What follows belongs to an exercise in optimizing a design on an open flow for small area and a short achievable clock period; a production flow would make more cautious choices.
At most, simulation tests tie the RTL to the original design; equivalence was not proved.
Only the layout flow was run in runs 2 to 6; the RTL was not checked for function there.
Power and IR drop assume default switching activity.

File: design/flow/run.sh
#!/bin/bash
# synth_recipe.tcl (not shown) runs the flow's synth.tcl, then flattens the netlist and writes it again
# the make line also repeats each setting of config.mk as NAME=value (left out here)
make -C /OpenROAD-flow-scripts/flow DESIGN_CONFIG=/design/flow/config.mk WORK_HOME=/design/flow/orfs CLKGATE_MAP_FILE= SYNTH_SCRIPT=/design/flow/synth_recipe.tcl finish
File: design/flow/config.mk
export PLATFORM = sky130hd
export DESIGN_NAME = alu128_top
export DESIGN_NICKNAME = alu128_top
export VERILOG_FILES = /design/flow/design.v
export SDC_FILE = /design/flow/constraint.sdc
export NUM_CORES = 8
export LEC_CHECK = 0
export CAP_MARGIN = 20
export CORE_MARGIN = 2
export CORE_UTILIZATION = 40
export SLEW_MARGIN = 20
File: design/flow/constraint.sdc
create_clock -name core_clock -period 80.0 [get_ports {clk}]
set_input_delay 16.0000 -clock core_clock [delete_from_list [all_inputs] [get_ports {clk}]]
set_output_delay 16.0000 -clock core_clock [all_outputs]
set_load 0.01 [all_outputs]
File: design/flow/design.v
`timescale 1ns / 1ps
module alu128_top(
    input  logic         clk,
    input  logic [127:0] op1,
    input  logic [127:0] op2,
    input  logic [2:0]   opsel,
    input  logic         mode,
    output logic [127:0] result
    );
    logic [127:0] op1_q;
    logic [127:0] op2_q;
    logic [2:0]   opsel_q;
    logic         mode_q;
    logic [127:0] result_d;
    always_ff @(posedge clk) begin
        op1_q   <= op1;
        op2_q   <= op2;
        opsel_q <= opsel;
        mode_q  <= mode;
        result  <= result_d;
    end
    midterm128bit ALU (
        .op1(op1_q),
        .op2(op2_q),
        .opsel(opsel_q),
        .mode(mode_q),
        .result(result_d)
    );
endmodule

`timescale 1ns / 1ps
module complementer(
    input A,
    output Y
    );
    assign Y = ~A;  
endmodule
`timescale 1ns / 1ps    
module mux2to1(  
    input logic A,
    input logic B,
    input logic sel,
    output Y
    );   
    assign Y = (sel == 1'b0)? A : B;
endmodule
`timescale 1ns / 1ps
module fulladder (
		input logic thing_a, thing_b, thing_cin,
		output logic arith_result, arith_Cout);
	assign arith_result = thing_a^thing_b^thing_cin;
	assign arith_Cout = (thing_a&thing_b)|(thing_cin&(thing_a^thing_b));
endmodule
`timescale 1ns / 1ps
module c_selector(
    input logic [2:0]opsel,
    input logic mode,
    output logic Cin_initial
    );
    wire net1;
    wire net2;
    wire comp_opsel2;
    wire comp_mode;
    complementer comp_two(
        .A(opsel[2]),
        .Y(comp_opsel2)
    );
    complementer comp_Mode(
        .A(mode),
        .Y(comp_mode)
    );
    mux2to1 OneLevel1(
        .A(opsel[1]),
        .B(opsel[0]),
        .sel(opsel[1]),
        .Y(net1)
    );
    mux2to1 OneLevel2(
        .A(net1),
        .B(comp_opsel2),
        .sel(opsel[2]),
        .Y(net2)
    );
    mux2to1 OneLevel3(
        .A(net2),
        .B(comp_mode),
        .sel(mode),
        .Y(Cin_initial)
    );
endmodule
`timescale 1ns / 1ps
module arth_unit(
    input logic op1,
    input logic op2,
    input logic Cin_final,
    input logic [2:0]opsel,
    output logic arith_result,
    output logic arith_Cout
    );
    wire net1;
    wire net2;
    wire net3;
    wire net4;
    wire net5;
    wire comp_op2;
    complementer comp_one(
        .A(op2),
        .Y(comp_op2)
    );   
    mux2to1 OneLevel1(
        .A(op2),
        .B(comp_op2),
        .sel(opsel[0]),
        .Y(net1)
    );
    mux2to1 TwoLevel1(
        .A(opsel[0]),
        .B(net1),
        .sel(opsel[0]),
        .Y(net2)
    );
    mux2to1 OneLevel2(
        .A(net1),
        .B(net2),
        .sel(opsel[1]),
        .Y(net3)
    );
    mux2to1 TwoLevel2(
        .A(opsel[0]),
        .B(op2),
        .sel(opsel[1]),
        .Y(net4)
    );
    mux2to1 OneLevel3(
        .A(net3),
        .B(net4),
        .sel(opsel[2]),
        .Y(net5)
    );
    fulladder FA(
        .thing_a(op1),
        .thing_b(net5),
        .thing_cin(Cin_final),
        .arith_result(arith_result),
        .arith_Cout(arith_Cout)
    );
endmodule
`timescale 1ns / 1ps
module logic_unit(
    input logic op1,
    input logic op2,
    input logic [2:0] opsel,
    input logic Cin_final,
    output logic logic_result,
    output logic logic_Cout
    );
    wire logic_net1;
    wire logic_net2;
    wire logic_net3;
    wire op1_op2_AND;
    wire op1_op2_OR;
    wire op1_op2_XOR;
    assign op1_op2_AND = op1 && op2;
    assign op1_op2_OR = op1 || op2;
    assign op1_op2_XOR = op1 ^ op2;
    wire comp_op1;
    mux2to1 logic_OneLevel1(
        .A(op1_op2_AND),
        .B(op1_op2_OR),
        .sel(opsel[0]),
        .Y(logic_net1)
    );
    complementer comp_one(
        .A(op1),
        .Y(comp_op1)
    );
    mux2to1 logic_TwoLevel1(
        .A(op1_op2_XOR),
        .B(comp_op1),
        .sel(opsel[0]),
        .Y(logic_net2)
    );
    mux2to1 logic_OneLevel2(
        .A(logic_net1),
        .B(logic_net2),
        .sel(opsel[1]),
        .Y(logic_net3)
    );
    mux2to1 logic_OneLevel3(
        .A(logic_net3),
        .B(Cin_final),
        .sel(opsel[2]),
        .Y(logic_result)
    );
    assign logic_Cout = (op1 && opsel[2]);
endmodule
`timescale 1ns / 1ps
module mode_mux(
    input logic arith_result_mux,
    input logic arith_Cout_mux,
    input logic logic_result_mux,
    input logic logic_Cout_mux,
    input logic mode_mux,
    output logic result_final,
    output logic Cout_final
    );
    mux2to1 OneLevel1(
        .A(arith_result_mux),
        .B(logic_result_mux),
        .sel(mode_mux),
        .Y(result_final)
    );
    mux2to1 TwoLevel1(
        .A(arith_Cout_mux),
        .B(logic_Cout_mux),
        .sel(mode_mux),
        .Y(Cout_final)
    );
endmodule
`timescale 1ns / 1ps
module midterm1bit(
    input logic op1,
    input logic op2,
    input logic mode,
    input logic [2:0]opsel,
    input logic Cin_final,
    output logic result_final,
    output logic Cout_final
    );
    logic arith_result;
    logic arith_Cout;
    logic logic_result;
    logic logic_Cout;
    arth_unit AU(
        .op1(op1),
        .op2(op2),
        .Cin_final(Cin_final),
        .opsel(opsel),
        .arith_result(arith_result),
        .arith_Cout(arith_Cout)
    );
    logic_unit LU(
        .op1(op1),
        .op2(op2),
        .opsel(opsel),
        .Cin_final(Cin_final),
        .logic_result(logic_result),
        .logic_Cout(logic_Cout)
    );
    mode_mux ModeMux(
        .arith_result_mux(arith_result),
        .arith_Cout_mux(arith_Cout),
        .logic_result_mux(logic_result),
        .logic_Cout_mux(logic_Cout),
        .mode_mux(mode),
        .result_final(result_final),
        .Cout_final(Cout_final)
    );
endmodule
`timescale 1ns / 1ps
module midterm128bit(
    input logic [127:0] op1,
    input logic [127:0] op2,
    input logic [2:0] opsel,
    input logic mode,
    output logic [127:0] result
    );
    logic Cin_initial;
    logic [128:0]Cin_final;  
    c_selector InitialC(
        .opsel(opsel),
        .mode(mode),
        .Cin_initial(Cin_initial)
    );
    assign Cin_final[0] = Cin_initial;
    genvar i;
    generate
        for (i = 0; i < 128; i++) begin: inst
            midterm1bit M1Bit(op1[i], op2[i], mode, opsel, Cin_final[i], result[i], Cin_final[i+1]);
        end
    endgenerate
endmodule
==> run notes, run 1 <==
Worst R2R Setup Slack=between 5 and 6 ns; final critical delay including setup and external delays=74.23 ns; initial antenna violation count=9; worst min-delay path category=flop to flop; number of distinct library cells after synthesis=27; mean cell area of the mapped netlist=9.47 um2; arrival time worst endpoint=74.67 ns; critical path endpoint category=flop; combinational family with the most area after synthesis=adder cells; maximum clock rate=13.5 MHz; power density of the placed cells=18.7 nW/um2; Hold EP=result[43]$_DFF_P_; cell repeated most along the worst path=fa_1; largest net degree at the start of global routing=approximately 180; setup slack at placement=~5.5 ns; number of global-route vias before repair=22.3k; final-report hold violation count=0; Setup WS post-layout=~5.8 ns; mux cell area share after synthesis=0.150; delay of the slowest cell on the worst path=0.57 ns; cell area after synthesis=between 20000 and 30000 um2; count of input and output buffers=388; count of pins over their slew limit=0; count of cells along the worst register-to-register path=384; Floorplan Core Area=66100 um2; Leakage Power=14.9 nW; CP bufs+invs=0; minimum hold slack=0.536 ns; initial standard-cell utilization of the core=0.406; starting DRC count in detailed routing=around 1.1k; total length of routed wires=74.7 mm; dominant delay contributor by cell family on the critical path=adder cells; Critical Path Start Type=flop; Synth Instances=2834; slowest stage cell on the critical path=dfxtp_4; share of the synthesized netlist area taken by xor and xnor gates=0.000652; adder-cell area share of the yosys netlist=0.274; Ys Warns=1; mean routed wirelength per cell=between 15 and 20 um; Pre-antenna DRT Iters=5; area of the die=69200 um2; slew at the pin closest to its max-slew limit=0.998 ns; Compound-Gate Fraction of Synth Area=0.146; clock network latency to the later pin of the worst-skew pair=approximately 0.60 ns; Synth async-reset ratio=0; Filler Cells Inserted=a little over 6k; sum of negative setup slack=0 ns; floorplan die height=263 um; total gr overflow=0; Worst R2R Start=opsel_q[0]$_DFF_P_; Syn Nets=about 3.6k; MaxCap Viol Count=0; floorplan row count=94; total number of vias=21.4k; Top Ports=between 300 and 400; Total Nets Final=3872; type of the worst setup path=flop to flop; clock tree from TritonCTS=yes; Finished Cell Area=32900 um2; Die X-Extent=263 um; synth-to-layout area growth=22.4%; Max rail drop VDD=roughly 0.015 mV; post-cts hold buffer count=0; first-pass GRT wire length=118 mm; launch point of the worst hold path=op1_q[42]$_DFF_P_; sequential cell area=7780 um2; Total GRT Usage=0.209; run status=timing/DRC/antenna clean; fraction of layout cells with a size suffix above 1=0.0596; WHS Path Cells=2; number of flops mapped to enable cells by yosys=0; Clock Path Buffers=3; fraction of the yosys area taken by sequential cells=0.289; Worst R2R End=result[127]$_DFF_P_; number of sinks on the clock net=388; post-place instance area=31100 um2; critical path required time=just over 80 ns; count of endpoints failing setup in the final report=0; post-detailed-route via-to-cell ratio=5.35; Relative slew margins=0.335; flip-flop cell with the highest count after synthesis=dfxtp_1; last weighted congestion value of the routability-driven placer=0.815; number of levels in the clock H-tree=2; antenna viol nets, final=0; Seq cells post-synth=388; Multi-input gate area=16900 um2; simple-gate share of the synthesized area=0.0572; Setup Skew=~0.026 ns; DR DRC count=0; unrepaired setup endpoints after global routing=no; number of CTS-inserted buffers=48; fin crit share=0.928; clock tree root driver cell=clkbuf_16; CTS clk-pin slew, worst paths=0.05 ns; sum of net half-perimeters after detailed placement=51.1 mm; maximum fanout encountered on the critical timing path=18
per-layer routing:
metal  vias up  part of all wire  GRT usage
li1      10300                 -          -
met1     10400              0.42      0.259
met2       582              0.49      0.365
met3       124             0.054     0.0387
met4        14             0.029     0.0701
met5         -            0.0011          0
kinds of logic after synthesis:
kind of cell	count (synthesis)
compound gates	688
buf+inv	531
fa+ha+maj	511
simple gates	398
flops	388
mux	316
xor+xnor	2
sequential cells by signal (all words and copies together), names as in the netlist:
register	flops
op1_q	128
op2_q	128
result	128
opsel_q	3
mode_q	1
synthesized netlist by cell type (2+ instances only):
cell type | count | area [um2]
a211oi_1 | 120 | 901
a21oi_1 | 122 | 611
a31oi_1 | 72 | 450
buf_1 | 10 | 37.5
buf_2 | 70 | 350
buf_4 | 25 | 188
buf_6 | 9 | 101
clkbuf_1 | 90 | 338
dfxtp_1 | 388 | 7770
fa_1 | 127 | 2540
ha_1 | 384 | 4800
inv_1 | 326 | 1220
mux2i_1 | 247 | 2470
mux4_2 | 69 | 1550
nand2_1 | 139 | 522
nor2_1 | 245 | 920
nor2b_1 | 10 | 62.6
o21ai_0 | 292 | 1460
o21ai_1 | 21 | 105
o22ai_1 | 60 | 375
xnor2_1 | 2 | 17.5
repair_timing:
item,in CTS,in global routing
setup buffers,0,3
resized for setup,0,1
setup endpoints to repair,0,2
cell type report:
class | count | share of cell area
Tap cell | 864 | 0.0329
Inverter | 327 | 0.0375
Timing Repair Buffer | 419 | 0.128
Antenna cell | 3 | 0.000228
Clock inverter | 23 | 0.0110
Multi-Input combinational cell | 1916 | 0.513
Sequential cell | 388 | 0.237
Clock buffer | 62 | 0.0413
tightest hold or removal path, stage by stage (launching register included):
cell and delay (ns):
dfxtp_1 0.34, nand2_1 0.08, a31oi_1 0.07
placed cells by master (no fill, tap or decap):
master	netlist	layout
a31o_1	1	1
nand2_8	0	1
dfxtp_1	388	384
and2_4	0	1
ha_1	384	384
nand3_1	1	1
o21ai_0	292	292
nor2b_1	10	10
dfxtp_4	0	4
nand2_4	1	1
nor4bb_1	1	1
buf_12	0	5
a211oi_1	120	120
bufinv_16	0	9
nor2_1	245	245
diode_2	0	3
o22ai_1	60	60
inv_1	326	326
mux4_2	69	69
clkdlybuf4s50_1	0	388
buf_8	0	2
clkbuf_16	0	50
fa_1	127	127
mux2i_1	247	247
clkbuf_1	90	6
clkinv_4	0	1
a21oi_1	122	122
a31oi_1	72	72
clkinvlp_4	0	2
o21ai_1	21	21
clkbuf_8	0	6
clkinv_2	0	8
buf_4	25	24
xnor2_1	2	2
nand2_1	139	139
inv_6	0	4
power by group:
part	switching, mW	internal (mW)	total [mW]	leakage (nW)
sequential	0.0137	0.213	0.227	3.28
clock	0.0893	0.148	0.237	0.843
combinational	0.0753	0.0756	0.151	10.7
total	0.178	0.437	0.615	14.9
through the flow:
stage	utilization	cells	total power, mW
6_report	0.497	4002	0.615
5_1_grt	0.497	4001	0.649
4_1_cts	0.496	3995	0.623
3_5_place_dp	0.470	3910	0.382
3_3_place_gp	0.470	3910	0.376
2_1_floorplan	-	2834	0.315
how the worst max path moves through the flow:
stage	startpoint	end	slack, ns	depth (start not counted)
4_1_cts	opsel_q[2]$_DFF_P_	result[127]$_DFF_P_	5.16	384
3_3_place_gp	opsel_q[2]$_DFF_P_	result[127]$_DFF_P_	5.65	384
2_1_floorplan	opsel_q[0]$_DFF_P_	result[127]$_DFF_P_	11.73	385
6_report	opsel_q[0]$_DFF_P_	result[127]$_DFF_P_	5.77	384
5_1_grt	opsel_q[0]$_DFF_P_	result[127]$_DFF_P_	0.008	384
3_5_place_dp	opsel_q[2]$_DFF_P_	result[127]$_DFF_P_	5.55	384
==> run 2: changes to the inputs <==
==> design/flow/design.v (replaced) <==
`timescale 1ns / 1ps
module alu128_top(
    input  logic         clk,
    input  logic [127:0] op1,
    input  logic [127:0] op2,
    input  logic [2:0]   opsel,
    input  logic         mode,
    output logic [127:0] result
    );
    logic [127:0] op1_q;
    logic [127:0] op2_q;
    logic [2:0]   opsel_q;
    logic         mode_q;
    logic [127:0] result_d;
    always_ff @(posedge clk) begin
        op1_q   <= op1;
        op2_q   <= op2;
        opsel_q <= opsel;
        mode_q  <= mode;
        result  <= result_d;
    end
    midterm128bit ALU (
        .op1(op1_q),
        .op2(op2_q),
        .opsel(opsel_q),
        .mode(mode_q),
        .result(result_d)
    );
endmodule

module complementer(input A, output Y);
    assign Y = ~A;
endmodule
module mux2to1(input logic A, input logic B, input logic sel, output Y);
    assign Y = sel ? B : A;
endmodule
module fulladder(input logic thing_a, thing_b, thing_cin, output logic arith_result, arith_Cout);
    assign arith_result = thing_a ^ thing_b ^ thing_cin;
    assign arith_Cout = (thing_a & thing_b) | (thing_cin & (thing_a ^ thing_b));
endmodule
module alu_ysel(input logic b, input logic y0n, input logic y1n, output logic y);
    assign y = ~(b ? y1n : y0n);
endmodule
module alu_pg(input logic a, input logic y, output logic p, output logic g);
    assign p = a ^ y;
    assign g = a & y;
endmodule
module alu_pgn(input logic a, input logic y, output logic pn, output logic gn);
    assign pn = ~(a ^ y);
    assign gn = ~(a & y);
endmodule
module alu_ce(input logic p, input logic g, input logic c, input logic kp, output logic cn);
    assign cn = ~((p & kp & c) | g);
endmodule
module alu_co(input logic pn, input logic gn, input logic cn, input logic kpn, output logic c);
    assign c = ~((pn | kpn | cn) & gn);
endmodule
module alu_re(input logic p, input logic g, input logic c, input logic kp, input logic kg,
              input logic kc, output logic r);
    assign r = (p & kp) ^ ((g & kg) | (c & kc));
endmodule
module alu_ro(input logic pn, input logic gn, input logic cn, input logic kpn, input logic kgn,
              input logic kcn, output logic r);
    assign r = ~(pn | kpn) ^ ~((gn | kgn) & (cn | kcn));
endmodule
module midterm1bit #(parameter bit ODD = 0) (
    input  logic a, b, cin, y0n, y1n, kp, kg, kc,
    output logic r, cout, pk, gk
    );
    logic y, p, g;
    alu_ysel ys(.b(b), .y0n(y0n), .y1n(y1n), .y(y));
    if (!ODD) begin : e
        alu_pg pg(.a(a), .y(y), .p(p), .g(g));
        alu_ce ch(.p(p), .g(g), .c(cin), .kp(kp), .cn(cout));
        alu_re rs(.p(p), .g(g), .c(cin), .kp(kp), .kg(kg), .kc(kc), .r(r));
        assign pk = p;
        assign gk = g;
    end else begin : o
        alu_pgn pg(.a(a), .y(y), .pn(p), .gn(g));
        alu_co ch(.pn(p), .gn(g), .cn(cin), .kpn(kp), .c(cout));
        alu_ro rs(.pn(p), .gn(g), .cn(cin), .kpn(kp), .kgn(kg), .kcn(kc), .r(r));
        assign pk = p;
        assign gk = g;
    end
endmodule
module midterm128bit(
    input  logic [127:0] op1,
    input  logic [127:0] op2,
    input  logic [2:0]   opsel,
    input  logic         mode,
    output logic [127:0] result
    );
    logic y0n, y1n, cin, kp, kg, kc;
    always_comb begin
        kp = 1'b1; kg = 1'b0; kc = 1'b1; cin = 1'b0;
        y0n = 1'b1; y1n = 1'b0;
        if (!mode) begin
            case (opsel)
                3'b001: begin y0n = 1'b0; y1n = 1'b1; end
                3'b011: begin y0n = 1'b0; y1n = 1'b1; cin = 1'b1; end
                3'b010, 3'b100: begin y0n = 1'b1; y1n = 1'b1; end
                3'b101: begin y0n = 1'b0; y1n = 1'b0; end
                default: ;
            endcase
        end else begin
            kc = 1'b0;
            case (opsel)
                3'b000: begin kp = 1'b0; kg = 1'b1; end
                3'b001: kg = 1'b1;
                3'b010: ;
                3'b011: begin y0n = 1'b0; y1n = 1'b0; end
                default: begin kp = 1'b0; kc = 1'b1; y0n = 1'b0; y1n = 1'b0; end
            endcase
        end
    end
    wire kpn = ~kp, kgn = ~kg, kcn = ~kc;
    localparam int NB = 3;
    localparam logic [8*(NB+1)-1:0] BS = {8'd128, 8'd88, 8'd48, 8'd0};
    logic [127:0] pk;     
    logic [127:0] gk;     
    logic [NB:0] cb;      
    assign cb[0] = cin;
    genvar i, k;
    for (k = 0; k < NB; k++) begin : blk
        localparam int S = BS[8*k +: 8], E = BS[8*(k+1) +: 8];
        logic [E:S] c;    
        assign c[S] = cb[k];
        for (i = S; i < E; i++) begin : bit_
            midterm1bit #(.ODD(i % 2)) M(
                .a(op1[i]), .b(op2[i]), .cin(c[i]),
                .y0n(y0n), .y1n(y1n),
                .kp((i % 2) ? kpn : kp), .kg((i % 2) ? kgn : kg), .kc((i % 2) ? kcn : kc),
                .r(result[i]), .cout(c[i+1]), .pk(pk[i]), .gk(gk[i]));
        end
        if (k == 0) begin : rip
            assign cb[k+1] = c[E];
        end else begin : skp
            logic [E:S] z;
            assign z[S] = 1'b0;
            for (i = S; i < E; i++) begin : zc
                if (i % 2 == 0) begin : e
                    alu_ce ch(.p(pk[i]), .g(gk[i]), .c(z[i]), .kp(kp), .cn(z[i+1]));
                end else begin : o
                    alu_co ch(.pn(pk[i]), .gn(gk[i]), .cn(z[i]), .kpn(kpn), .c(z[i+1]));
                end
            end
            logic allp;
            always_comb begin
                allp = kp;
                for (int j = S; j < E; j++) allp &= (j % 2) ? ~pk[j] : pk[j];
            end
            assign cb[k+1] = z[E] | (allp & cb[k]);
        end
    end
endmodule
--- a/design/flow/config.mk
+++ b/design/flow/config.mk
@@ -5,7 +5,9 @@
 export SDC_FILE = /design/flow/constraint.sdc
 export NUM_CORES = 8
 export LEC_CHECK = 0
+export ABC_AREA = 1
 export CAP_MARGIN = 20
 export CORE_MARGIN = 2
 export CORE_UTILIZATION = 40
+export CTS_BUF_LIST = sky130_fd_sc_hd__clkbuf_4
 export SLEW_MARGIN = 20
==> run notes, run 2 <==
run status=timing/DRC/antenna clean; maximum fanout encountered on the critical timing path=1; Worst R2R Start=mode_q$_DFF_P_; MaxCap Viol Count=0; Internal Dissipation=around 0.37 mW; area of the die=40700 um2; count of endpoints failing setup in the final report=0; CP bufs+invs=1; number of sinks on the clock net=388; count of cells along the worst register-to-register path=186; last weighted congestion value of the routability-driven placer=0.839; biggest area consumer among synthesized cells=dfxtp_1; count of pins over their slew limit=0; fin crit share=0.222; clock tree from TritonCTS=yes; Syn Nets=2208; flip-flop cell with the highest count after synthesis=dfxtp_1; antenna viol nets, final=0; count of input and output buffers=slightly below 400; unrepaired setup endpoints after global routing=no; number of levels in the clock H-tree=3; total number of vias=13.0k; dominant delay contributor by cell family on the critical path=buffers and inverters; Total Nets Final=2641; fraction of the yosys area taken by sequential cells=0.496; power density of the placed cells=approximately 25 nW/um2; overall power of the completed layout=0.523 mW; Die X-Extent=202 um; maximum clock rate=56.4 MHz; mean routed wirelength per cell=15.4 um; first-pass GRT wire length=approximately 70 mm; arrival time worst endpoint=1.72 ns; Setup WS post-layout=about 62 ns; launch point of the worst hold path=op1_q[37]$_DFF_P_; Setup Skew=0.0421 ns; clock network latency to the later pin of the worst-skew pair=0.80 ns; crit-path cells=clkdlybuf4s50_1; leading cell types by total area after synthesis=dfxtp_1, ha_1, xnor2_1; Ys Warns=2; fraction of layout cells with a size suffix above 1=0.0721; share of the synthesized area in the top cell type=0.496; setup fix buffers added after clock tree synthesis=0; Worst R2R Setup Slack=64.64 ns; Critical Path Start Type=flop; Worst R2R End=result[126]$_DFF_P_; total length of routed wires=43.7 mm; post_cts resized=0; critical path required time=64.00 ns; final-report hold violation count=0; Leakage Power=9.83 nW; Relative slew margins=0.288; top-count cell post-synth=dfxtp_1; Total GRT Usage=0.214; number of CTS-inserted buffers=103; Filler Cells Inserted=3546; Synth Instances=1819; Clock Path Buffers=3; cell area after synthesis=15700 um2; power share of the combinational group=0.253; sum of negative setup slack=0 ns; CTS clk-pin slew, worst paths=0.06 ns; floorplan row count=approximately 70; number of global-route vias before repair=approximately 13k; part of the power in the clock network=0.315; setup slack at placement=63.07 ns; Pre-antenna DRT Iters=5; worst min-delay path category=flop to flop; Top Ports=389; reported net switching power=0.149 mW; post-detailed-route via-to-cell ratio=4.58; type of the worst setup path=flop to primary output; Synth async-reset ratio=0; Floorplan Core Area=between 30000 and 40000 um2; final critical delay including setup and external delays=17.72 ns; sum of net half-perimeters after detailed placement=30.8 mm; most used cells in the layout excluding fill and tap cells=clkdlybuf4s50_1, dfxtp_1, nand2_1, inv_1, nor2_1; top cells by instance count after synthesis=dfxtp_1, nand2_1, inv_1; slew at the pin closest to its max-slew limit=about 1.1 ns; mean cell area of the mapped netlist=8.61 um2; largest net degree at the start of global routing=92; number of flops mapped to enable cells by yosys=0; Seq cells post-synth=388; WHS Path Cells=3; critical path endpoint category=primary output; total gr overflow=0; Max rail drop VDD=between 0.01 and 0.015 mV; synth-to-layout area growth=35.9%; number of distinct library cells after synthesis=22; initial antenna violation count=12; slowest stage cell on the critical path=clkdlybuf4s50_1; sequential cell fraction of total power=0.432; clock tree root driver cell=clkbuf_4; starting DRC count in detailed routing=527; beginning of the critical path=result[68]$_DFF_P_; post-cts hold buffer count=0; DR DRC count=0; proportion of total power due to net switching=0.285; biggest registers after layout=op1_q x128, op2_q x128, result x128; delay of the slowest cell on the worst path=0.56 ns; Hold EP=result[37]$_DFF_P_; initial standard-cell utilization of the core=0.405; floorplan die height=202 um
==> run 2: area by class of cell <==
class	instances	area (um2)	share of cell area
diodes	11	27.5	0.00129
clock buffers	147	1100	0.0519
clock inverters	22	114	0.00535
inverters	261	982	0.0462
multi-input cells	1102	6680	0.314
flip-flops and latches	388	7770	0.365
well taps	518	648	0.0305
repair buffers	396	3950	0.186
==> run 2: worst max-delay path by stage <==
stage,to,slack (ns),cells after the start
after floorplan,result[0],63.67,0
after global placement,result[68],63.09,1
after detailed placement,result[68],63.07,1
after CTS,result[68],62.18,1
after global routing,result[127]$_DFF_P_,62.07,187
final,result[68],62.28,1
==> run 2: kinds of logic (layout without fill, tap and decap cells) <==
kind of cell | Yosys count | after routing | synth area share
AO/OA/AOI/OAI | 301 | 301 | 0.119
XOR/XNOR | 124 | 124 | 0.0694
adder cells (fa/ha/maj) | 128 | 128 | 0.102
buffers and inverters | 329 | 826 | 0.0790
flip-flops | 388 | 388 | 0.496
other | 0 | 11 | 0
AND/OR/NAND/NOR | 549 | 549 | 0.134
==> run 2: routing by layer <==
layer | routed length, um | part of all wire | global-route usage | up-vias
met1 | 18300 | 0.42 | 0.251 | 5843
met3 | 2830 | 0.065 | 0.0639 | 88
li1 | - | - | - | 6728
met5 | 38 | 0.00087 | 0 | -
met4 | 1110 | 0.025 | 0.0840 | 6
met2 | 21400 | 0.49 | 0.366 | 378
==> run 2: power by group through the flow <==
| stage | logic (mW) | registers, mW | clock network, mW |
|---|---|---|---|
| after CTS | 0.134 | 0.226 | 0.172 |
| final | 0.132 | 0.226 | 0.165 |
| after global routing | 0.146 | 0.229 | 0.183 |
| after floorplan | 0.0589 | 0.239 | 0 |
| after detailed placement | 0.133 | 0.230 | 0 |
| after global placement | 0.132 | 0.230 | 0 |
==> run 2: per-stage QoR <==
stage	util	hold WS (ns)	area [um2]	instances
2_1_floorplan	-	0.581	15700	1819
3_3_place_gp	0.518	0.683	20000	2665
3_5_place_dp	0.518	0.706	20000	2665
4_1_cts	0.550	0.711	21200	2834
5_1_grt	0.550	0.755	21300	2844
6_report	0.550	0.706	21300	2845
==> run 3: changes to the inputs <==
--- a/design/flow/config.mk
+++ b/design/flow/config.mk
@@ -9,5 +9,4 @@
 export CAP_MARGIN = 20
 export CORE_MARGIN = 2
 export CORE_UTILIZATION = 40
-export CTS_BUF_LIST = sky130_fd_sc_hd__clkbuf_4
 export SLEW_MARGIN = 20
==> run notes, run 3 <==
non-filler instance count after layout=2753; last weighted congestion value of the routability-driven placer=0.839; number of distinct library cells after synthesis=22; first-pass GRT wire length=67.6 mm; crit-path cells=clkdlybuf4s50_1; clock tree root driver cell=clkbuf_16; largest net degree at the start of global routing=just over 90; floorplan die height=approximately 200 um; biggest registers after layout=op1_q x128, op2_q x128, result x128; critical path endpoint category=primary output; antenna viol nets, final=0; starting DRC count in detailed routing=580; number of flops mapped to enable cells by yosys=0; Ys Warns=2; slowest stage cell on the critical path=clkdlybuf4s50_1; clock network latency to the later pin of the worst-skew pair=0.56 ns; fraction of the yosys area taken by sequential cells=0.496; mean routed wirelength per cell=15.8 um; initial antenna violation count=15; arrival time worst endpoint=about 1.5 ns; Seq cells post-synth=388; number of levels in the clock H-tree=2; total gr overflow=0; slew at the pin closest to its max-slew limit=1.06 ns; Synth async-reset ratio=0; unrepaired setup endpoints after global routing=no; Die X-Extent=202 um; Clock Path Buffers=3; maximum fanout encountered on the critical timing path=1; type of the worst setup path=flop to primary output; post-place instance area=approximately 20000 um2; Max rail drop VDD=0.0177 mV; CP bufs+invs=1; Filler Cells Inserted=3440; area of the die=40700 um2; delay of the slowest cell on the worst path=0.56 ns; biggest area consumer among synthesized cells=dfxtp_1; worst min-delay path category=flop to flop; flip-flop cell with the highest count after synthesis=dfxtp_1; Syn Nets=2208; clock tree from TritonCTS=yes; top cells by instance count after synthesis=dfxtp_1, nand2_1, inv_1; minimum hold slack=0.707 ns; count of input and output buffers=between 300 and 400; number of global-route vias before repair=12.5k; power density of the placed cells=25.9 nW/um2; post_cts resized=0; setup fix buffers added after clock tree synthesis=0; setup slack at placement=~63 ns; post-cts hold buffer count=0; share of the synthesized area in the top cell type=0.496; critical path required time=64.00 ns; Synth Instances=1819; synth-to-layout area growth=37.2%; dominant delay contributor by cell family on the critical path=buffers and inverters; count of endpoints failing setup in the final report=0; initial standard-cell utilization of the core=0.405; number of CTS-inserted buffers=44; Relative slew margins=0.290; Pre-antenna DRT Iters=5; Total Nets Final=2582; Cell Count Post-Placement=between 2k and 3k; total number of vias=12.7k; Leakage Power=9.79 nW; fin crit share=0.219; run status=timing/DRC/antenna clean; floorplan row count=72; final critical delay including setup and external delays=roughly 18 ns; CTS clk-pin slew, worst paths=0.06 ns; maximum clock rate=57.1 MHz; total length of routed wires=43.4 mm; most used cells in the layout excluding fill and tap cells=clkdlybuf4s50_1, dfxtp_1, nand2_1, inv_1, nor2_1; post-detailed-route via-to-cell ratio=4.62; Setup Skew=0.0219 ns; Setup WS post-layout=62.50 ns; leading cell types by total area after synthesis=dfxtp_1, ha_1, xnor2_1; DR DRC count=0; cell area after synthesis=15700 um2; number of sinks on the clock net=around 390; Total GRT Usage=0.212; overall power of the completed layout=0.556 mW; top-count cell post-synth=dfxtp_1; MaxCap Viol Count=0; mean cell area of the mapped netlist=8.61 um2; fraction of layout cells with a size suffix above 1=0.0378; Critical Path Start Type=flop; Finished Cell Area=~21000 um2; Floorplan Core Area=about 39000 um2; Top Ports=389; count of pins over their slew limit=0; sum of net half-perimeters after detailed placement=30.8 mm; sum of negative setup slack=0 ns; final-report hold violation count=0; core utilization of the finished layout=0.556
-- run 3: path summary, 6_finish.rpt --
kind                 startpoint                  end  slack, ns  cells after the start
max          result[68]$_DFF_P_           result[68]      62.50                      1
max reg2reg      mode_q$_DFF_P_  result[126]$_DFF_P_      64.64                    186
min          op1_q[126]$_DFF_P_  result[126]$_DFF_P_       0.71                      4
min reg2reg  op1_q[126]$_DFF_P_  result[126]$_DFF_P_       0.71                      4
-- run 3: logic make-up (layout without fill, tap and decap cells) --
group | after synthesis | after routing | synth area share
xor+xnor | 124 | 124 | 0.0694
other cells | 0 | 11 | 0
flops | 388 | 388 | 0.496
simple gates | 549 | 549 | 0.134
fa+ha+maj | 128 | 128 | 0.102
compound gates | 301 | 301 | 0.119
buf+inv | 329 | 734 | 0.0790
-- run 3: routing by layer --
layer  track usage  part of all wire
met4        0.0738             0.023
met2         0.362              0.49
met1         0.256              0.42
met5             0           0.00088
met3        0.0587             0.067
-- run 3: power by group --
part	leakage (nW)	internal (mW)	switching [mW]
combinational	5.82	0.0693	0.0632
sequential	3.27	0.218	0.00781
clock	0.700	0.118	0.0798
-- run 3: cell type report --
type,count,area (um2),share of cell area
flip-flops and latches,388,7770,0.362
multi-input cells,1102,6680,0.311
repair buffers,396,3950,0.184
clock buffers,58,1230,0.0575
inverters,261,982,0.0457
well taps,518,648,0.0302
clock inverters,19,181,0.00845
diodes,11,27.5,0.00128
==> run 4: changes to the inputs <==
==> design/flow/design.v (replaced) <==
`timescale 1ns / 1ps
module alu128_top(
    input  logic         clk,
    input  logic [127:0] op1,
    input  logic [127:0] op2,
    input  logic [2:0]   opsel,
    input  logic         mode,
    output logic [127:0] result
    );
    logic [127:0] op1_q;
    logic [127:0] op2_q;
    logic [2:0]   opsel_q;
    logic         mode_q;
    logic [127:0] result_d;
    always_ff @(posedge clk) begin
        op1_q   <= op1;
        op2_q   <= op2;
        opsel_q <= opsel;
        mode_q  <= mode;
        result  <= result_d;
    end
    midterm128bit ALU (
        .op1(op1_q),
        .op2(op2_q),
        .opsel(opsel_q),
        .mode(mode_q),
        .result(result_d)
    );
endmodule

module complementer(input A, output Y);
    assign Y = ~A;
endmodule
module mux2to1(input logic A, input logic B, input logic sel, output Y);
    assign Y = sel ? B : A;
endmodule
module fulladder(input logic thing_a, thing_b, thing_cin, output logic arith_result, arith_Cout);
    assign arith_result = thing_a ^ thing_b ^ thing_cin;
    assign arith_Cout = (thing_a & thing_b) | (thing_cin & (thing_a ^ thing_b));
endmodule
module alu_mux2i(input logic s, input logic a0, input logic a1, output logic y);
    assign y = ~(s ? a1 : a0);
endmodule
module alu_xnor2(input logic a, input logic b, output logic y);
    assign y = ~(a ^ b);
endmodule
module alu_nand2(input logic a, input logic b, output logic y);
    assign y = ~(a & b);
endmodule
module alu_nor2(input logic a, input logic b, output logic y);
    assign y = ~(a | b);
endmodule
module alu_o22ai(input logic a1, input logic a2, input logic b1, input logic b2, output logic y);
    assign y = ~((a1 | a2) & (b1 | b2));
endmodule
module midterm1bit(
    input  logic a, b, cin, y0n, y1n, kp, kpn, kgn, kc,
    output logic r, cout
    );
    logic y, pn, gn, pk, x, u, vn;
    alu_mux2i ys(.s(b), .a0(y0n), .a1(y1n), .y(y));           
    alu_xnor2 pp(.a(a), .b(y), .y(pn));                        
    alu_nand2 gg(.a(a), .b(y), .y(gn));                        
    alu_nor2  pq(.a(pn), .b(kpn), .y(pk));                     
    alu_nand2 cx(.a(pk), .b(cin), .y(x));                      
    alu_nand2 co(.a(x), .b(gn), .y(cout));                     
    alu_o22ai uu(.a1(pn), .a2(kpn), .b1(gn), .b2(kgn), .y(u));  
    alu_nand2 vv(.a(cin), .b(kc), .y(vn));                     
    alu_xnor2 rs(.a(u), .b(vn), .y(r));                        
endmodule
module midterm128bit(
    input  logic [127:0] op1,
    input  logic [127:0] op2,
    input  logic [2:0]   opsel,
    input  logic         mode,
    output logic [127:0] result
    );
    logic y0n, y1n, cin, kp, kg, kc;
    always_comb begin
        kp = 1'b1; kg = 1'b0; kc = 1'b1; cin = 1'b0;
        y0n = 1'b1; y1n = 1'b0;
        if (!mode) begin
            case (opsel)
                3'b001: begin y0n = 1'b0; y1n = 1'b1; end                     
                3'b011: begin y0n = 1'b0; y1n = 1'b1; cin = 1'b1; end         
                3'b010, 3'b100: begin y0n = 1'b1; y1n = 1'b1; end             
                3'b101: begin y0n = 1'b0; y1n = 1'b0; end                     
                default: ;                                                     
            endcase
        end else begin
            kc = 1'b0;
            case (opsel)
                3'b000: begin kp = 1'b0; kg = 1'b1; end                       
                3'b001: kg = 1'b1;                                             
                3'b010: ;                                                      
                3'b011: begin y0n = 1'b0; y1n = 1'b0; end                     
                default: begin kp = 1'b0; kc = 1'b1; y0n = 1'b0; y1n = 1'b0; end  
            endcase
        end
    end
    logic [128:0] c;    
    assign c[0] = cin;
    genvar i;
    for (i = 0; i < 128; i++) begin : bit_
        midterm1bit M(
            .a(op1[i]), .b(op2[i]), .cin(c[i]), .y0n(y0n), .y1n(y1n),
            .kp(kp), .kpn(~kp), .kgn(~kg), .kc(kc), .r(result[i]), .cout(c[i+1]));
    end
endmodule
--- a/design/flow/config.mk
+++ b/design/flow/config.mk
@@ -5,8 +5,8 @@
 export SDC_FILE = /design/flow/constraint.sdc
 export NUM_CORES = 8
 export LEC_CHECK = 0
-export ABC_AREA = 1
 export CAP_MARGIN = 20
 export CORE_MARGIN = 2
 export CORE_UTILIZATION = 40
 export SLEW_MARGIN = 20
+export SYNTH_HIERARCHICAL = 1
==> run notes, run 4 <==
run status=timing/DRC/antenna clean; overall power of the completed layout=0.557 mW; Critical Path Start Type=flop; launch point of the worst hold path=op1_q[127]$_DFF_P_; maximum fanout encountered on the critical timing path=6; fin crit share=0.238; last weighted congestion value of the routability-driven placer=0.804; slowest stage cell on the critical path=dfxtp_1; clock tree from TritonCTS=yes; first-pass GRT wire length=59.1 mm; final critical delay including setup and external delays=19.06 ns; arrival time worst endpoint=~20 ns; post-detailed-route via-to-cell ratio=about 4.7; Worst R2R Start=mode_q$_DFF_P_; MaxCap Viol Count=0; Hold EP=result[127]$_DFF_P_; final-report hold violation count=0; starting DRC count in detailed routing=just under 400; clock network latency to the later pin of the worst-skew pair=about 0.55 ns; Floorplan Core Area=35700 um2; setup slack at placement=about 60 ns; largest net degree at the start of global routing=109; core utilization of the finished layout=0.575; Synth Instances=around 1.5k; non-filler instance count after layout=2490; Finished Cell Area=20500 um2; Die X-Extent=195 um; WHS Path Cells=3; floorplan row count=69; floorplan die height=195 um; initial standard-cell utilization of the core=0.407; most used cells in the layout excluding fill and tap cells=nand2_1, clkdlybuf4s50_1, dfxtp_1, xnor2_1, nor2_1; total gr overflow=0; Pre-antenna DRT Iters=5; number of global-route vias before repair=11.2k; initial antenna violation count=9; Ys Warns=8; Syn Nets=1810; unrepaired setup endpoints after global routing=no; type of the worst setup path=flop to flop; sum of negative setup slack=0 ns; post-place instance area=19100 um2; count of input and output buffers=388; minimum hold slack=slightly above 0.6 ns; Max rail drop VDD=0.0143 mV; critical path endpoint category=flop; Total Nets Final=2253; area of the die=37900 um2; commonest non-fill, non-tap cell in the layout=nand2_1; Total GRT Usage=0.198; fraction of layout cells with a size suffix above 1=0.0376; cell repeated most along the worst path=nand2_1; cell area after synthesis=around 15000 um2; antenna viol nets, final=0; CP bufs+invs=0; setup fix buffers added after clock tree synthesis=0; slew at the pin closest to its max-slew limit=1.00 ns; number of CTS-inserted buffers=43; Setup WS post-layout=a little over 60 ns; dominant delay contributor by cell family on the critical path=simple AND/OR/NAND/NOR gates; CTS clk-pin slew, worst paths=0.06 ns; number of sinks on the clock net=around 390; number of levels in the clock H-tree=2; total length of routed wires=38.5 mm; cell depth of the worst setup path=roughly 260; critical path required time=80.44 ns; delay of the slowest cell on the worst path=~0.55 ns; sum of net half-perimeters after detailed placement=26.0 mm; power density of the placed cells=27.1 nW/um2; DR DRC count=0; Relative slew margins=0.332; maximum clock rate=~52 MHz; Worst R2R End=result[127]$_DFF_P_; mean routed wirelength per cell=15.5 um; post_cts resized=0; count of endpoints failing setup in the final report=0; worst min-delay path category=flop to flop; Top Ports=389; count of cells along the worst register-to-register path=261; clock tree root driver cell=clkbuf_16; synth-to-layout area growth=41.1%; Cell Count Post-Placement=2407; count of pins over their slew limit=0; biggest registers after layout=op1_q x128, op2_q x128, result x128; Clock Path Buffers=3; mean cell area of the mapped netlist=9.40 um2; Worst R2R Setup Slack=60.94 ns; Setup Skew=0.0146 ns; post-cts hold buffer count=0; Leakage Power=8.68 nW; total number of vias=roughly 12k
==> run 4: metal layers <==
metal  share of wire  global-route usage  up-vias
met3           0.074              0.0569       77
met1            0.42               0.238     5310
met2            0.47               0.328      304
met5         0.00070                   0        -
li1                -                   -     6018
met4           0.035              0.0868        4
==> run 4: how the worst max path moves through the flow <==
stage,start,end,slack [ns]
floorplan,opsel_q[2]$_DFF_P_,result[127]$_DFF_P_,53.82
global placement,mode_q$_DFF_P_,result[127]$_DFF_P_,60.51
detailed placement,mode_q$_DFF_P_,result[127]$_DFF_P_,60.33
CTS,mode_q$_DFF_P_,result[127]$_DFF_P_,60.20
global route,mode_q$_DFF_P_,result[127]$_DFF_P_,57.39
finish,mode_q$_DFF_P_,result[127]$_DFF_P_,60.94
==> run 4: worst min-delay path: cells and delay by family, from the launching register on <==
family | cells | cell delay [ns]
flops | 1 | 0.32
xor+xnor | 1 | 0.12
compound gates | 1 | 0.08
simple gates | 1 | 0.06
==> run 4: area by class of cell <==
class                           instances  area, um2
Antenna cell                            6       15.0
Multi-Input combinational cell       1161       6830
Fill cell                            3188      15200
Sequential cell                       388       7770
Clock inverter                          8       90.1
Clock buffer                           68       1290
Tap cell                              461        577
Timing Repair Buffer                  398       3980
==> run 4: power breakdown <==
group          internal (mW)  switching (mW)  total, mW
registers              0.219         0.00902      0.228
logic                 0.0741          0.0624      0.137
clock network          0.117          0.0758      0.193
total                  0.410           0.147      0.557
==> run 5: changes to the inputs <==
==> design/flow/flow/run.sh (new file) <==
#!/bin/bash
# Layout flow: the standard ORFS flow (standard.sh) with the I/O port
# buffers made the smallest buffer, sky130_fd_sc_hd__buf_1.
set -euo pipefail
cd "$(dirname "$0")/.."
export BUFFER_PORTS_ARGS="-buffer_cell sky130_fd_sc_hd__buf_1"
bash standard.sh > orfs_make.log 2>&1
==> design/flow/standard.sh (new file) <==
#!/bin/bash
# synth_recipe.tcl (not shown) runs the flow's synth.tcl, then flattens the netlist and writes it again
# the make line also repeats each setting of config.mk as NAME=value (left out here)
make -C /OpenROAD-flow-scripts/flow DESIGN_CONFIG=/design/flow/config.mk WORK_HOME=/design/flow/orfs CLKGATE_MAP_FILE= SYNTH_SCRIPT=/design/flow/synth_recipe.tcl "${@:-finish}"
removed: design/flow/run.sh
==> run notes, run 5 <==
run status=timing/DRC/antenna clean; clock network latency to the later pin of the worst-skew pair=~0.56 ns; DR DRC count=0; Max rail drop VDD=0.0188 mV; critical path endpoint category=flop; final-report hold violation count=0; Worst R2R Start=mode_q$_DFF_P_; fin crit share=0.241; unrepaired setup endpoints after global routing=no; type of the worst setup path=flop to flop; Floorplan Core Area=35700 um2; Syn Nets=about 1.8k; total number of vias=11.8k; Total GRT Usage=0.189; Total Nets Final=2249; Clock Path Buffers=3; Setup Skew=0.0194 ns; Hold EP=result[127]$_DFF_P_; proportion of total power due to net switching=0.282; Ys Warns=8; Filler Cells Inserted=about 3.4k; CTS clk-pin slew, worst paths=0.06 ns; Leakage Power=7.61 nW; Worst R2R End=result[127]$_DFF_P_; biggest registers after layout=op1_q x128, op2_q x128, result x128; area of the die=37900 um2; synth-to-layout area growth=24.4%; last weighted congestion value of the routability-driven placer=0.821; count of pins over their slew limit=0; antenna viol nets, final=0; post_cts resized=0; Worst R2R Setup Slack=60.70 ns; starting DRC count in detailed routing=455; Internal Dissipation=0.379 mW; first-pass GRT wire length=57.5 mm; WHS Path Cells=3; Setup WS post-layout=60.70 ns; power share of the combinational group=0.200; number of CTS-inserted buffers=41; count of cells along the worst register-to-register path=261; count of endpoints failing setup in the final report=0; Die X-Extent=around 200 um; number of global-route vias before repair=11.6k; mean cell area of the mapped netlist=9.40 um2; cell repeated most along the worst path=nand2_1; MaxCap Viol Count=0; Multi-input gate area=6830 um2; sequential cell area=7770 um2; Synth Instances=1549; clock tree from TritonCTS=yes; final critical delay including setup and external delays=19.30 ns; launch point of the worst hold path=op1_q[127]$_DFF_P_; sequential cell fraction of total power=0.433; cell area after synthesis=about 15000 um2; slew at the pin closest to its max-slew limit=0.990 ns; number of sinks on the clock net=388; setup slack at placement=60.73 ns; initial antenna violation count=6; total length of routed wires=36.9 mm; fraction of layout cells with a size suffix above 1=0.0387; delay of the slowest cell on the worst path=0.59 ns; arrival time worst endpoint=19.73 ns; total gr overflow=0; reported net switching power=0.149 mW; slowest stage cell on the critical path=a221oi_4; Relative slew margins=0.340; mean routed wirelength per cell=around 15 um; count of input and output buffers=388; post-detailed-route via-to-cell ratio=4.73; setup fix buffers added after clock tree synthesis=0; number of levels in the clock H-tree=2; commonest non-fill, non-tap cell in the layout=nand2_1; part of the power in the clock network=0.367; largest net degree at the start of global routing=118; floorplan die height=195 um; Top Ports=389; Critical Path Start Type=flop; worst min-delay path category=flop to flop; sum of net half-perimeters after detailed placement=25.1 mm; power density of the placed cells=29.2 nW/um2; maximum fanout encountered on the critical timing path=12; post-cts hold buffer count=0; clock tree root driver cell=clkbuf_16; critical path required time=between 80 and 90 ns; initial standard-cell utilization of the core=0.407; sum of negative setup slack=0 ns; maximum clock rate=roughly 52 MHz; most used cells in the layout excluding fill and tap cells=nand2_1, buf_1, dfxtp_1, xnor2_1, nor2_1; floorplan row count=69; Pre-antenna DRT Iters=5
[run 5: power by group through the flow]
| stage | sequential [mW] | clock, mW | combinational (mW) |
|---|---|---|---|
| global route | 0.231 | 0.207 | 0.117 |
| finish | 0.229 | 0.194 | 0.105 |
| global placement | 0.233 | 0 | 0.104 |
| floorplan | 0.241 | 0 | 0.0643 |
| detailed placement | 0.233 | 0 | 0.106 |
| CTS | 0.229 | 0.199 | 0.106 |
[run 5: worst max path at each step]
stage,slack [ns],from,to,depth (start not counted)
global route,57.31,mode_q$_DFF_P_,result[127]$_DFF_P_,261
floorplan,53.82,opsel_q[2]$_DFF_P_,result[127]$_DFF_P_,261
CTS,60.61,mode_q$_DFF_P_,result[127]$_DFF_P_,261
finish,60.70,mode_q$_DFF_P_,result[127]$_DFF_P_,261
detailed placement,60.73,mode_q$_DFF_P_,result[127]$_DFF_P_,261
global placement,60.89,opsel_q[2]$_DFF_P_,result[127]$_DFF_P_,261
[run 5: worst max-delay path: cells and delay by family, from the launching register on]
kind,cells,cell delay [ns]
multiplexers,1,0.21
AO/OA/AOI/OAI,1,0.59
AND/OR/NAND/NOR,257,17.37
flip-flops,1,0.55
XOR/XNOR,2,0.37
[run 5: through the flow]
stage / total power [mW] / util / instances / instance area [um2] / hold WS (ns)
6_report: 0.528 / 0.507 / 2484 / 18100 / 0.609
5_1_grt: 0.554 / 0.507 / 2483 / 18100 / 0.652
4_1_cts: 0.535 / 0.506 / 2478 / 18100 / 0.600
3_5_place_dp: 0.339 / 0.468 / 2406 / 16700 / 0.600
3_3_place_gp: 0.337 / 0.468 / 2406 / 16700 / 0.586
2_1_floorplan: 0.305 / - / 1549 / 14600 / 0.561
[run 5: layout make-up]
class                   count  share of cell area
repair buffers            396              0.0851
flip-flops and latches    388               0.429
clock inverters            16              0.0111
diodes                      6            0.000829
well taps                 461              0.0318
clock buffers              56              0.0654
multi-input cells        1161               0.377
[run 5: per-layer routing]
layer	global-route usage	up-vias	wire, um
met5	0	-	12
met4	0.0927	2	1370
met3	0.0500	81	2730
met2	0.320	360	17500
met1	0.222	5324	15400
li1	-	5989	-
==> run 6: changes to the inputs <==
--- a/design/flow/design.v
+++ b/design/flow/design.v
@@ -55,9 +55,9 @@
 endmodule
 module midterm1bit(
     input  logic a, b, cin, y0n, y1n, kp, kpn, kgn, kc,
-    output logic r, cout
+    output logic r, cout, pk, gn
     );
-    logic y, pn, gn, pk, x, u, vn;
+    logic y, pn, x, u, vn;
     alu_mux2i ys(.s(b), .a0(y0n), .a1(y1n), .y(y));           
     alu_xnor2 pp(.a(a), .b(y), .y(pn));                        
     alu_nand2 gg(.a(a), .b(y), .y(gn));                        
@@ -67,6 +67,20 @@
     alu_o22ai uu(.a1(pn), .a2(kpn), .b1(gn), .b2(kgn), .y(u));  
     alu_nand2 vv(.a(cin), .b(kc), .y(vn));                     
     alu_xnor2 rs(.a(u), .b(vn), .y(r));                        
+endmodule
+module alu_carry(input logic pk, input logic gn, input logic c, output logic cout);
+    logic x;
+    alu_nand2 cx(.a(pk), .b(c), .y(x));
+    alu_nand2 co(.a(x), .b(gn), .y(cout));
+endmodule
+module alu_inv(input logic a, output logic y);
+    assign y = ~a;
+endmodule
+module alu_skip(input logic z, input logic allp, input logic c, output logic cout);
+    assign cout = z | (allp & c);
+endmodule
+module alu_and_reduce #(parameter int N = 2) (input logic [N-1:0] a, output logic y);
+    assign y = &a;
 endmodule
 module midterm128bit(
     input  logic [127:0] op1,
@@ -98,12 +112,29 @@
             endcase
         end
     end
+    localparam int SK = 52, SE = 76;
     logic [128:0] c;    
+    logic [127:0] pk, gn;
+    logic allp, cs;
     assign c[0] = cin;
     genvar i;
     for (i = 0; i < 128; i++) begin : bit_
+        logic ci;
+        if (i == SE) begin : sk
+            assign ci = cs;
+        end else begin : rp
+            assign ci = c[i];
+        end
         midterm1bit M(
-            .a(op1[i]), .b(op2[i]), .cin(c[i]), .y0n(y0n), .y1n(y1n),
-            .kp(kp), .kpn(~kp), .kgn(~kg), .kc(kc), .r(result[i]), .cout(c[i+1]));
+            .a(op1[i]), .b(op2[i]), .cin(ci), .y0n(y0n), .y1n(y1n),
+            .kp(kp), .kpn(~kp), .kgn(~kg), .kc(kc), .r(result[i]), .cout(c[i+1]),
+            .pk(pk[i]), .gn(gn[i]));
     end
+    logic [SE:SK+1] z;
+    alu_inv z0(.a(gn[SK]), .y(z[SK+1]));
+    for (i = SK + 1; i < SE; i++) begin : zc
+        alu_carry zk(.pk(pk[i]), .gn(gn[i]), .c(z[i]), .cout(z[i+1]));
+    end
+    alu_and_reduce #(.N(SE - SK)) ap(.a(pk[SE-1:SK]), .y(allp));
+    alu_skip sk(.z(z[SE]), .allp(allp), .c(c[SK]), .cout(cs));
 endmodule
==> run notes, run 6 <==
number of CTS-inserted buffers=42; Floorplan Core Area=36500 um2; Top Ports=between 300 and 400; maximum fanout encountered on the critical timing path=1; sum of negative setup slack=0 ns; Critical Path Start Type=flop; unrepaired setup endpoints after global routing=no; Max rail drop VDD=~0.020 mV; count of input and output buffers=roughly 390; initial standard-cell utilization of the core=0.405; fin crit share=0.213; crit-path cells=buf_1; Setup Skew=0.0133 ns; Leakage Power=7.84 nW; number of levels in the clock H-tree=2; Relative slew margins=0.242; biggest registers after layout=op1_q x128, op2_q x128, result x128; slew at the pin closest to its max-slew limit=1.14 ns; part of the power in the clock network=0.380; mean routed wirelength per cell=15.0 um; post-cts hold buffer count=0; floorplan die height=196 um; Total Nets Final=2307; total gr overflow=0; Die X-Extent=between 150 and 200 um; worst min-delay path category=flop to flop; CP bufs+invs=1; minimum hold slack=0.617 ns; Ys Warns=8; total number of vias=~12k; Internal Dissipation=0.391 mW; Pre-antenna DRT Iters=5; cell area after synthesis=14800 um2; arrival time worst endpoint=between 1 and 1.5 ns; reported net switching power=0.152 mW; Syn Nets=1864; final-report hold violation count=0; post_cts resized=0; dominant delay contributor by cell family on the critical path=flip-flops; setup fix buffers added after clock tree synthesis=0; largest net degree at the start of global routing=83; total length of routed wires=38.3 mm; type of the worst setup path=flop to primary output; MaxCap Viol Count=0; clock tree root driver cell=clkbuf_16; run status=timing/DRC/antenna clean; post-detailed-route via-to-cell ratio=4.75; DR DRC count=0; floorplan row count=70; starting DRC count in detailed routing=476; slowest stage cell on the critical path=dfxtp_1; delay of the slowest cell on the worst path=0.34 ns; clock tree from TritonCTS=yes; fraction of layout cells with a size suffix above 1=0.0424; count of endpoints failing setup in the final report=0; area of the die=approximately 39000 um2; mean cell area of the mapped netlist=9.23 um2; number of sinks on the clock net=388; power density of the placed cells=29.4 nW/um2; number of global-route vias before repair=11.8k; sum of net half-perimeters after detailed placement=26.5 mm; final critical delay including setup and external delays=roughly 17 ns; last weighted congestion value of the routability-driven placer=0.821; CTS clk-pin slew, worst paths=0.06 ns; critical path endpoint category=primary output; core utilization of the finished layout=0.506; clock network latency to the later pin of the worst-skew pair=0.55 ns; most used cells in the layout excluding fill and tap cells=nand2_1, buf_1, dfxtp_1, xnor2_1, nor2_1; initial antenna violation count=6; first-pass GRT wire length=59.5 mm; synth-to-layout area growth=24.8%; Clock Path Buffers=3; Total GRT Usage=0.194; antenna viol nets, final=0; proportion of total power due to net switching=0.280; maximum clock rate=roughly 59 MHz; power share of the combinational group=0.200; critical path required time=64.00 ns; Synth Instances=~1.6k; commonest non-fill, non-tap cell in the layout=nand2_1; count of pins over their slew limit=0; sequential cell fraction of total power=0.420
## run 6: cell count changes in the layout (fill, tap and decap cells not counted), sizes merged
cell / previous run / this run
a21o: 0 / 1
clkinv: 6 / 8
diode: 6 / 3
bufinv: 4 / 5
clkinvlp: 5 / 1
inv: 1 / 3
buf: 396 / 399
or4: 0 / 1
nand4: 0 / 6
nor3: 3 / 4
clkbuf: 56 / 59
nand2: 511 / 555
## run 6: per-stage QoR
stage               instance area [um2]  setup slack, ns  total power [mW]  instances
finish                            18500            62.95             0.543       2548
global route                      18500            59.97             0.570       2546
CTS                               18500            62.87             0.549       2545
detailed placement                17000            62.96             0.341       2470
global placement                  16900            62.98             0.339       2469
floorplan                         14800            57.04             0.307       1603
## run 6: metal layers
metal / global-route usage / share of wire / up-vias
met2: 0.320 / 0.47 / 326
met4: 0.0822 / 0.030 / 8
li1: - / - / 6196
met5: 0 / 0.0015 / -
met3: 0.0407 / 0.056 / 76
met1: 0.247 / 0.45 / 5496
## run 6: cell type report
cell class,count,area (um2)
Antenna cell,3,7.51
Sequential cell,388,7770
Tap cell,468,586
Inverter,1,3.75
Clock buffer,59,1280
Clock inverter,16,223
Timing Repair Buffer,399,1540
Multi-Input combinational cell,1214,7050
Fill cell,3464,18100
## run 6: path summary, 6_finish.rpt
kind,startpoint,slack [ns],endpoint,cells past startpoint
worst max-delay path,result[35]$_DFF_P_,62.95,result[35],1
worst min-delay path,op1_q[6]$_DFF_P_,0.62,result[6]$_DFF_P_,3
worst min register to register,op1_q[6]$_DFF_P_,0.62,result[6]$_DFF_P_,3
worst max register to register,mode_q$_DFF_P_,63.03,result[127]$_DFF_P_,210
## run 6: power by group through the flow
stage               registers [mW]  logic, mW  clock network, mW
CTS                          0.228      0.110              0.211
finish                       0.228      0.109              0.206
floorplan                    0.241     0.0663                  0
detailed placement           0.232      0.109                  0
global route                 0.230      0.121              0.219
global placement             0.232      0.107                  0
==> run 7: changes to the inputs <==
--- a/design/flow/design.v
+++ b/design/flow/design.v
@@ -82,14 +82,12 @@
 module alu_and_reduce #(parameter int N = 2) (input logic [N-1:0] a, output logic y);
     assign y = &a;
 endmodule
-module midterm128bit(
-    input  logic [127:0] op1,
-    input  logic [127:0] op2,
-    input  logic [2:0]   opsel,
-    input  logic         mode,
-    output logic [127:0] result
+module alu_ctrl(
+    input  logic [2:0] opsel,
+    input  logic       mode,
+    output logic       y0n, y1n, cin, kp, kpn, kgn, kc
     );
-    logic y0n, y1n, cin, kp, kg, kc;
+    logic kg;
     always_comb begin
         kp = 1'b1; kg = 1'b0; kc = 1'b1; cin = 1'b0;
         y0n = 1'b1; y1n = 1'b0;
@@ -112,11 +110,27 @@
             endcase
         end
     end
+    assign kpn = ~kp;
+    assign kgn = ~kg;
+endmodule
+module midterm128bit(
+    input  logic [127:0] op1,
+    input  logic [127:0] op2,
+    input  logic [2:0]   opsel,
+    input  logic         mode,
+    output logic [127:0] result
+    );
+    localparam int NF = 16;
+    logic [1:0] y0n, y1n, cin, kp, kpn, kgn, kc;
+    for (genvar j = 0; j < 2; j++) begin : ctl
+        alu_ctrl C(.opsel(opsel), .mode(mode), .y0n(y0n[j]), .y1n(y1n[j]), .cin(cin[j]),
+                   .kp(kp[j]), .kpn(kpn[j]), .kgn(kgn[j]), .kc(kc[j]));
+    end
     localparam int SK = 52, SE = 76;
     logic [128:0] c;    
     logic [127:0] pk, gn;
     logic allp, cs;
-    assign c[0] = cin;
+    assign c[0] = cin[0];
     genvar i;
     for (i = 0; i < 128; i++) begin : bit_
         logic ci;
@@ -125,9 +139,10 @@
         end else begin : rp
             assign ci = c[i];
         end
+        localparam int H = (i < NF) ? 0 : 1;
         midterm1bit M(
-            .a(op1[i]), .b(op2[i]), .cin(ci), .y0n(y0n), .y1n(y1n),
-            .kp(kp), .kpn(~kp), .kgn(~kg), .kc(kc), .r(result[i]), .cout(c[i+1]),
+            .a(op1[i]), .b(op2[i]), .cin(ci), .y0n(y0n[H]), .y1n(y1n[H]),
+            .kp(kp[H]), .kpn(kpn[H]), .kgn(kgn[H]), .kc(kc[H]), .r(result[i]), .cout(c[i+1]),
             .pk(pk[i]), .gn(gn[i]));
     end
     logic [SE:SK+1] z;
==> run notes, run 7 <==
Floorplan Core Area=36600 um2; clock tree from TritonCTS=yes; last weighted congestion value of the routability-driven placer=0.831; mean cell area of the mapped netlist=9.21 um2; routing layer with the top usage in global route=met2; sequential cell area=approximately 8000 um2; maximum clock rate=between 50 and 60 MHz; MaxCap Viol Count=0; Ys Warns=8; CTS clk-pin slew, worst paths=0.06 ns; number of CTS-inserted buffers=42; sum of net half-perimeters after detailed placement=26.9 mm; area of the die=38700 um2; floorplan row count=70; initial antenna violation count=6; Setup Skew=0.0123 ns; maximum fanout encountered on the critical timing path=1; clock network latency to the later pin of the worst-skew pair=0.55 ns; post-detailed-route via-to-cell ratio=4.82; setup fix buffers added after clock tree synthesis=0; sum of negative setup slack=0 ns; initial standard-cell utilization of the core=0.406; Top Ports=between 300 and 400; Multi-input gate area=between 7000 and 8000 um2; synth-to-layout area growth=24.4%; critical path required time=64.00 ns; power density of the placed cells=28.9 nW/um2; Total GRT Usage=0.195; total length of routed wires=38.7 mm; Critical Path Start Type=flop; biggest registers after layout=op1_q x128, op2_q x128, result x128; Syn Nets=between 1.5k and 2k; slowest stage cell on the critical path=dfxtp_1; unrepaired setup endpoints after global routing=no; post-cts hold buffer count=0; Leakage Power=7.83 nW; Filler Cells Inserted=3420; Total Nets Final=2318; Pre-antenna DRT Iters=5; final-report hold violation count=0; Synth Instances=about 1.6k; fraction of layout cells with a size suffix above 1=0.0455; crit-path cells=buf_1; final critical delay including setup and external delays=17.03 ns; overall power of the completed layout=0.535 mW; delay of the slowest cell on the worst path=roughly 0.33 ns; Clock Path Buffers=3; count of endpoints failing setup in the final report=0; met2 usage=0.321; number of global-route vias before repair=~12k; antenna viol nets, final=0; type of the worst setup path=flop to primary output; CP bufs+invs=1; mean routed wirelength per cell=15.1 um; starting DRC count in detailed routing=~480; post-place instance area=roughly 17000 um2; Relative slew margins=0.303; met3 Resource Use GR=0.0361; Max rail drop VDD=0.0187 mV; critical path endpoint category=primary output; clock tree root driver cell=clkbuf_16; Die X-Extent=197 um; number of levels in the clock H-tree=2; first-pass GRT wire length=60.0 mm; dominant delay contributor by cell family on the critical path=flip-flops; slew at the pin closest to its max-slew limit=1.05 ns; Finished Cell Area=between 15000 and 20000 um2; arrival time worst endpoint=~1 ns; count of pins over their slew limit=0; global-route track usage on met1=0.246; cell area after synthesis=roughly 15000 um2; fin crit share=0.213; run status=timing/DRC/antenna clean; floorplan die height=197 um; count of input and output buffers=388; most used cells in the layout excluding fill and tap cells=nand2_1, buf_1, dfxtp_1, xnor2_1, nor2_1; post_cts resized=0; total gr overflow=0; DR DRC count=0; largest net degree at the start of global routing=84; commonest non-fill, non-tap cell in the layout=nand2_1; number of sinks on the clock net=388; total number of vias=~12k; worst min-delay path category=flop to flop
-- run 7: path summary, 6_finish.rpt --
check	from	end	slack (ns)	cells past startpoint
worst min register to register	op1_q[107]$_DFF_P_	result[107]$_DFF_P_	0.62	3
worst max register to register	opsel_q[2]$_DFF_P_	result[127]$_DFF_P_	63.35	215
worst max-delay path	result[5]$_DFF_P_	result[5]	62.97	1
worst min-delay path	op1_q[107]$_DFF_P_	result[107]$_DFF_P_	0.62	3
-- run 7: worst reg2reg max path, delay by kind of cell, from the launching register on --
family,cells,cell delay [ns]
simple gates,209,14.62
flops,1,0.64
compound gates,2,0.59
xor+xnor,2,0.33
buf+inv,1,0.24
mux,1,0.10
-- run 7: cell type report --
| class | count | share of cell area |
|---|---|---|
| antenna | 7 | 0.000947 |
| clock buffer | 55 | 0.0660 |
| clock inverter | 22 | 0.0122 |
| inverter | 1 | 0.000203 |
| multi-input combinational | 1224 | 0.385 |
| sequential | 388 | 0.420 |
| tap | 468 | 0.0317 |
| timing repair buffer | 400 | 0.0836 |
-- run 7: per-stage QoR --
step           instances  utilization  worst slack, ns  hold WS, ns
5_1_grt             2563        0.505            60.20        0.651
4_1_cts             2558        0.505            62.92        0.624
6_report            2565        0.505            62.97        0.621
2_1_floorplan       1613            -            60.33        0.561
3_3_place_gp        2479        0.465            63.12        0.589
3_5_place_dp        2481        0.465            63.32        0.588
-- run 7: where the power goes --
| group | internal [mW] | leakage [nW] | switching [mW] |
|---|---|---|---|
| clock network | 0.118 | 0.701 | 0.0795 |
| registers | 0.219 | 3.27 | 0.00891 |
| logic | 0.0442 | 3.86 | 0.0653 |
-- run 7: routing by layer --
metal  share of wire  vias to the layer above
met5               0                        -
met4           0.035                        0
met3           0.062                       83
met2            0.47                      403
met1            0.44                     5631
li1                -                     6236

[what the ideal ports hide]
No port has a modelled driver above. Below, the same layouts with a new extraction and two added sets of constraints. Step 1: set_driving_cell puts a clkbuf_16 on clk and a buf_2 on each other input, an assumption about the parent block. Step 2 moves the port delays by t, midway between the first and last clock arrival at a register: inputs arrive t later, outputs are due t later. That takes back most of the time a late clock gives input paths. a / b / c = no drivers / after step 1 / after step 2; a / b = the first two.
run	shift t [ns]	setup WS [ns]	worst data-port slew with drivers (ns)
run 1	0.647	5.768 / 5.768 / 5.768	0.12
run 2	0.829	62.275 / 62.228 / 63.057	0.10
run 3	0.609	62.496 / 62.441 / 63.050	0.10
run 4	0.592	60.937 / 60.937 / 60.937	0.09
run 5	0.597	60.702 / 60.702 / 60.702	0.08
run 6	0.601	62.951 / 62.898 / 63.027	0.08
run 7	0.592	62.966 / 62.917 / 63.347	0.09
After both steps every run listed still meets setup and hold.
